From an optimization exercise on the open Yosys and OpenROAD flow, aimed at small area, a short achievable clock period and few clock cycles; shortcuts taken in it are not production practice. Function was checked by simulation only, so behaviour that the tests miss may differ from the original.

==> garnet <==
==> flow/design.v (excerpt) <==
module top(
    input wire clk,
    input wire rst_n,
    output wire [31:0] iaddr,
    output wire ice,
    input wire [31:0] inst,
    output wire dce,
    output wire [31:0] daddr,
    output wire [3:0] we,
    output wire [31:0] din,
    input wire [31:0] dm
);
reg [31:0] pc_f;             
reg        kill_d;           
reg [31:0] e_a;              
reg [31:0] e_b;              
reg [31:0] e_alt;            
reg [4:0]  e_dest;
reg        e_wreg;
reg        e_add, e_sub, e_slt, e_sltu, e_and, e_or, e_sll, e_lui, e_jal;
reg        e_mfhi, e_mflo, e_mult, e_div;
reg        e_beq, e_bne, e_jr, e_pred;
reg        e_load, e_lb, e_store, e_sb;
reg        e_imm;            
reg        fa_m, fa_w, fa_x, fa_r, fb_m, fb_w, fb_x, fb_r;
reg        ob_m, ob_w, ob_x, ob_r, ob_i;      
reg [31:0] m_res;
reg [4:0]  m_dest;
reg        m_wreg, m_load, m_lb, m_dce;
reg [3:0]  m_we;
reg [31:0] m_din;
reg [31:0] w_res;
reg [4:0]  w_dest;
reg        w_wreg, w_load, w_lb;
reg [31:0] x_val;
reg [4:0]  x_dest;
reg        x_wreg;
wire stall;
wire redirect;
wire [31:0] w_val;             
wire [31:0] redirect_pc;
wire [31:0] pc_f4 = pc_f + 32'd4;
assign iaddr = pc_f;
assign ice = ~stall;
wire [31:0] ir = {inst[7:0], inst[15:8], inst[23:16], inst[31:24]};
wire [5:0]  op = ir[31:26];
wire [4:0]  rs = ir[25:21];
wire [4:0]  rt = ir[20:16];
wire [4:0]  rd = ir[15:11];
wire [5:0]  fn = ir[5:0];
wire [15:0] imm = ir[15:0];
wire rtype   = (op == 6'h00);
wire i_sll   = rtype & (fn == 6'h00);
wire i_jr    = rtype & (fn == 6'h08);
wire i_mfhi  = rtype & (fn == 6'h10);
wire i_mflo  = rtype & (fn == 6'h12);
wire i_mult  = rtype & (fn == 6'h18);
wire i_div   = rtype & (fn == 6'h1a);
wire i_add   = rtype & (fn == 6'h20);
wire i_subu  = rtype & (fn == 6'h23);
wire i_and   = rtype & (fn == 6'h24);
wire i_slt   = rtype & (fn == 6'h2a);
wire i_j     = (op == 6'h02);
wire i_jal   = (op == 6'h03);
wire i_beq   = (op == 6'h04);
wire i_bne   = (op == 6'h05);
wire i_addiu = (op == 6'h09);
wire i_sltiu = (op == 6'h0b);
wire i_ori   = (op == 6'h0d);
  ...
clock: 10.0 ns
lec_check: 0
cap_margin: 20
core_margin: 2
core_utilization: 40
slew_margin: 20
standard.sh (not shown) runs the stock make flow with config.mk's settings and CLKGATE_MAP_FILE= SYNTH_SCRIPT=/design/flow/synth_recipe.tcl, a recipe that flattens the netlist after the stock synthesis.
==> flow/flow/run.sh <==
#!/bin/bash
# Standard ORFS layout, with timing repair aiming for extra setup slack and
# no dummy clock loads in the clock tree.  Each ORFS step writes its own log
# under orfs/logs/; make's output goes to flow_make.log.
set -o pipefail
MARGIN=$(cat flow/margin.txt)
bash standard.sh SETUP_SLACK_MARGIN=$MARGIN \
  "CTS_ARGS=-sink_clustering_enable -repair_clock_nets -dont_use_dummy_load" \
  finish > flow_make.log 2>&1
==> flow/flow/margin.txt <==
5.85
==> inputs of onyx, as changes to garnet <==
--- a/flow/design.v
+++ b/flow/design.v
@@ -115,41 +115,41 @@
 genvar k;
 generate
     for (k = 0; k < 4; k = k + 1) begin : booth
         wire [33:0] mag = ({34{b_one[k]}} & {dv[31], dv[31], dv[31:0]}) | ({34{b_two[k]}} & {dv[31], dv[31:0], 1'b0});
         wire [33:0] row = mag ^ {34{b_neg[k]}};
         wire [40:0] ext = {7'b0, ~row[33], row[32:0]} << (2 * k);
         if (k == 0) assign r1 = ext;
-        if (k == 1) assign r2 = ext;
+        if (k == 1) assign r2 = {ext[40:1], cin};
         if (k == 2) assign r3 = ext;
         if (k == 3) assign r4 = ext;
     end
 endgenerate
-wire [40:0] se = r0 ^ r5 ^ r6;
-wire [40:0] ce = {(r0[39:0] & r5[39:0]) | (r0[39:0] & r6[39:0]) | (r5[39:0] & r6[39:0]), cin};
-wire [40:0] s1 = r1 ^ r2 ^ r3;
-wire [40:0] c1 = {(r1[39:0] & r2[39:0]) | (r1[39:0] & r3[39:0]) | (r2[39:0] & r3[39:0]), 1'b0};
-wire [40:0] s2 = r4 ^ se ^ ce;
-wire [40:0] c2 = {(r4[39:0] & se[39:0]) | (r4[39:0] & ce[39:0]) | (se[39:0] & ce[39:0]), 1'b0};
+wire [40:0] s1 = r0 ^ r1 ^ r2;
+wire [40:0] c1 = {(r0[39:0] & r1[39:0]) | (r0[39:0] & r2[39:0]) | (r1[39:0] & r2[39:0]), 1'b0};
+wire [40:0] s2 = r3 ^ r4 ^ r5;
+wire [40:0] c2 = {(r3[39:0] & r4[39:0]) | (r3[39:0] & r5[39:0]) | (r4[39:0] & r5[39:0]), 1'b0};
 wire [40:0] s3 = s1 ^ c1 ^ s2;
 wire [40:0] c3 = {(s1[39:0] & c1[39:0]) | (s1[39:0] & s2[39:0]) | (c1[39:0] & s2[39:0]), 1'b0};
-wire [40:0] s5 = s3 ^ c3 ^ c2;
-wire [40:0] c5 = {(s3[39:0] & c3[39:0]) | (s3[39:0] & c2[39:0]) | (c3[39:0] & c2[39:0]), 1'b0};
+wire [40:0] s4 = s3 ^ c3 ^ c2;
+wire [40:0] c4 = {(s3[39:0] & c3[39:0]) | (s3[39:0] & c2[39:0]) | (c3[39:0] & c2[39:0]), 1'b0};
+wire [40:0] s5 = s4 ^ c4 ^ r6;
+wire [40:0] c5 = {(s4[39:0] & c4[39:0]) | (s4[39:0] & r6[39:0]) | (c4[39:0] & r6[39:0]), 1'b0};
 wire [8:0] lowb = {1'b0, s5[7:0]} + {1'b0, c5[7:0]};
 wire [31:0] n1 = (hi_cs ? hi[31:0] : ~hi[31:0]) + (hi_cs ? hc[31:0] : 32'd0) + {31'b0, hi_cs ? cin : 1'b1};
 wire [31:0] n2 = 32'd0 - lo;
 assign mf_hi = {32{hl_v}} & ((hi_cs | neg_hi) ? n1 : hi[31:0]);
 assign mf_lo = {32{hl_v}} & (neg_lo ? n2 : lo);
 wire [5:0] sh = zb - za;
 reg bneg;                                
 assign dset = dset_q;
 assign sh_in = dv[31:0];
 assign sh_amt = sh[4:0];
 wire [31:0] dv_al = sh_out;
-wire [33:0] diff = {2'b0, hi[31:0]} + {dv[32], dv} + {33'b0, ~bneg};
+wire [33:0] diff = {2'b0, hi[31:0]} + ({dv[32], dv} ^ {34{~bneg}}) + {33'b0, ~bneg};
 wire ge = ~diff[33];
 always @(posedge clk or negedge rst_n) begin
     if (!rst_n) begin
         st <= IDLE;
         dset_q <= 1'b0;
         hl_v <= 1'b0;
     end else begin
@@ -209,15 +209,15 @@
         cnt <= cnt + 5'd1;
     end
     DSET: begin
         hi <= {1'b0, mf_hi};
         if (zb == 6'd32) lo <= 32'hffffffff;     
         else lo <= 32'b0;
         cnt <= sh[4:0];
-        dv <= {bneg, dv_al} ^ {33{~bneg}};    
+        dv <= {bneg, dv_al};
     end
     DIV: begin
         if (ge) hi <= {1'b0, diff[31:0]};
         lo <= {lo[30:0], ge};
         cnt <= cnt - 5'd1;
         dv <= {dv[32], dv[32:1]};
     end
@@ -308,16 +308,15 @@
 wire [4:0] d_dest = i_jal ? 5'd31 : wr_rt ? rt : rd;
 wire d_wreg = (wr_rd | wr_rt | i_jal) & (d_dest != 5'd0);
 wire [4:0] d_rsn = (d_valid & use_rs) ? rs : 5'd0;
 wire d_imm = i_addiu | i_sltiu | i_ori | i_lb | i_lw | i_sb | i_sw;
 wire [4:0] d_rtn = (d_valid & use_rt) ? rt : 5'd0;
 wire [31:0] rd1, rd2, r31;
 wire [31:0] btarget = pc_f4 + {{14{imm[15]}}, imm, 2'b00};     
-wire same_reg = (rs == rt);
-wire pred_b  = (i_beq & (same_reg | imm[15])) | (i_bne & ~same_reg & imm[15]);
+wire pred_b  = (i_beq | i_bne) & imm[15];
 wire pred_jr = i_jr & (rs == 5'd31);
 wire take_d  = d_valid & (i_j | i_jal | pred_jr | pred_b);
 wire [31:0] d_target = pred_jr ? r31 :
                        pred_b ? btarget :
                        {pc_f[31:28], ir[25:0], 2'b00};
 regfile regfile(
     .clk(clk),
@@ -482,15 +481,15 @@
     if (stall) begin
         e_a <= fa;
         e_b <= fb;
     end else begin
         e_a <= rd1;
         e_b <= rd2;
         e_alt <= i_jal ? pc_f4 :
-                 (i_beq | i_bne) ? (imm[15] ? pc_f4 : btarget) :    
+                 (i_beq | i_bne) ? (pred_b ? pc_f4 : btarget) :
                  i_jr ? r31 :
                  i_lui ? {imm, 16'b0} :
                  i_ori ? {16'b0, imm} : {{16{imm[15]}}, imm};
     end
 end
 always @(posedge clk or negedge rst_n) begin
     if (!rst_n) begin
==> flow/flow/run.sh (replaced) <==
#!/bin/bash
# Standard ORFS layout, with timing repair aiming for extra setup slack.
# Each ORFS step writes its own log under orfs/logs/; make's output goes
# to flow_make.log.
set -o pipefail
MARGIN=$(cat flow/margin.txt)
bash standard.sh SETUP_SLACK_MARGIN=$MARGIN finish > flow_make.log 2>&1
==> flow/flow/margin.txt (replaced) <==
6
==> inputs of indigo, as changes to garnet <==
==> flow/flow/margin.txt (replaced) <==
5.75
==> inputs of fjord, as changes to garnet <==
==> flow/flow/margin.txt (replaced) <==
5.5
==> results.ini <==
[global_route]
grt_pass1_vias = 79700

[floorplanning]
core-area_mm2 = 0.220

[logic_synthesis]
synth_top_cell_area_share = 0.403
yosysSeqAreaShare = 0.483

[power]
power.switching_mw = 15.0

[outcome]
status = no timing/DRC/antenna violations

[final_layout]
multi_input_gate_area_in_the_final_layout_mm2 = 0.0458

(the above is from onyx)
==> results.ini <==
[global_route]
grt_pass1_vias = 78100

[outcome]
status = no timing/DRC/antenna violations

[logic_synthesis]
synth_top_cell_area_share = 0.402

[power]
power.switching_mw = 12.7

[floorplanning]
core-area_mm2 = 0.222

(the above is from fjord)
==> results.ini <==
[outcome]
status = no timing/DRC/antenna violations

[logic_synthesis]
yosysSeqAreaShare = 0.482
synth_top_cell_area_share = 0.402
synth_simple_gate_area_share = 0.109

[floorplanning]
core-area_mm2 = 0.222

[detailed_routing]
first_pass_iters = 12

[global_route]
grt_pass1_vias = 78500

[worst_setup_path]
cp_max_fo = 18

[final_layout]
multi_input_gate_area_in_the_final_layout_mm2 = 0.0453

[power]
power.switching_mw = 12.8

(the above is from indigo)
==> results.ini <==
[outcome]
status = no timing/DRC/antenna violations

[final_layout]
multi_input_gate_area_in_the_final_layout_mm2 = 0.0464

[floorplanning]
core-area_mm2 = 0.222

[global_route]
grt_pass1_vias = 79800

[logic_synthesis]
synth_top_cell_area_share = 0.402

(the above is from garnet)
Testbench counts of garnet, summed over its fixed seeds: cycles 42,645.
Testbench counts of onyx, summed over its fixed seeds: cycles 42,920.
Testbench counts of indigo, summed over its fixed seeds: cycles 42,645.
Testbench counts of fjord, summed over its fixed seeds: cycles 42,645.

[afterwards: timing with drivers on the ports]
In the flow no input, the clock included, has a driving cell. The finished layouts below were timed again as built, in two steps.
Step 1 assumes that a clkbuf_16 drives the clock port and a buf_2 every other input.
Step 2, shift: input delay + t, output delay - t, t = (earliest + latest rising clock arrival at the registers) / 2. This alone moves slack from input paths to output paths.
a / b / c = ideal ports / drivers / drivers and shift; a / b = the first two.
run	t (ns)	setup slack, ns	worst setup path after step 2	clock arrival spread, ns	worst register clock-pin slew, ns
garnet	0.948	5.556 / 5.615 / 4.667	input to register	0.129 / 0.130	0.07 / 0.07
onyx	0.962	5.651 / 5.651 / 4.883	input to register	0.079 / 0.079	0.08 / 0.08
indigo	0.911	5.663 / 5.656 / 4.821	input to register	0.121 / 0.121	0.07 / 0.07
fjord	0.920	5.257 / 5.327 / 4.407	input to register	0.126 / 0.126	0.07 / 0.07
After both steps setup and hold are still met in every run listed. For garnet, which loses most, drivers alone change the setup slack by +0.059 ns; drivers and shift together by -0.889 ns.
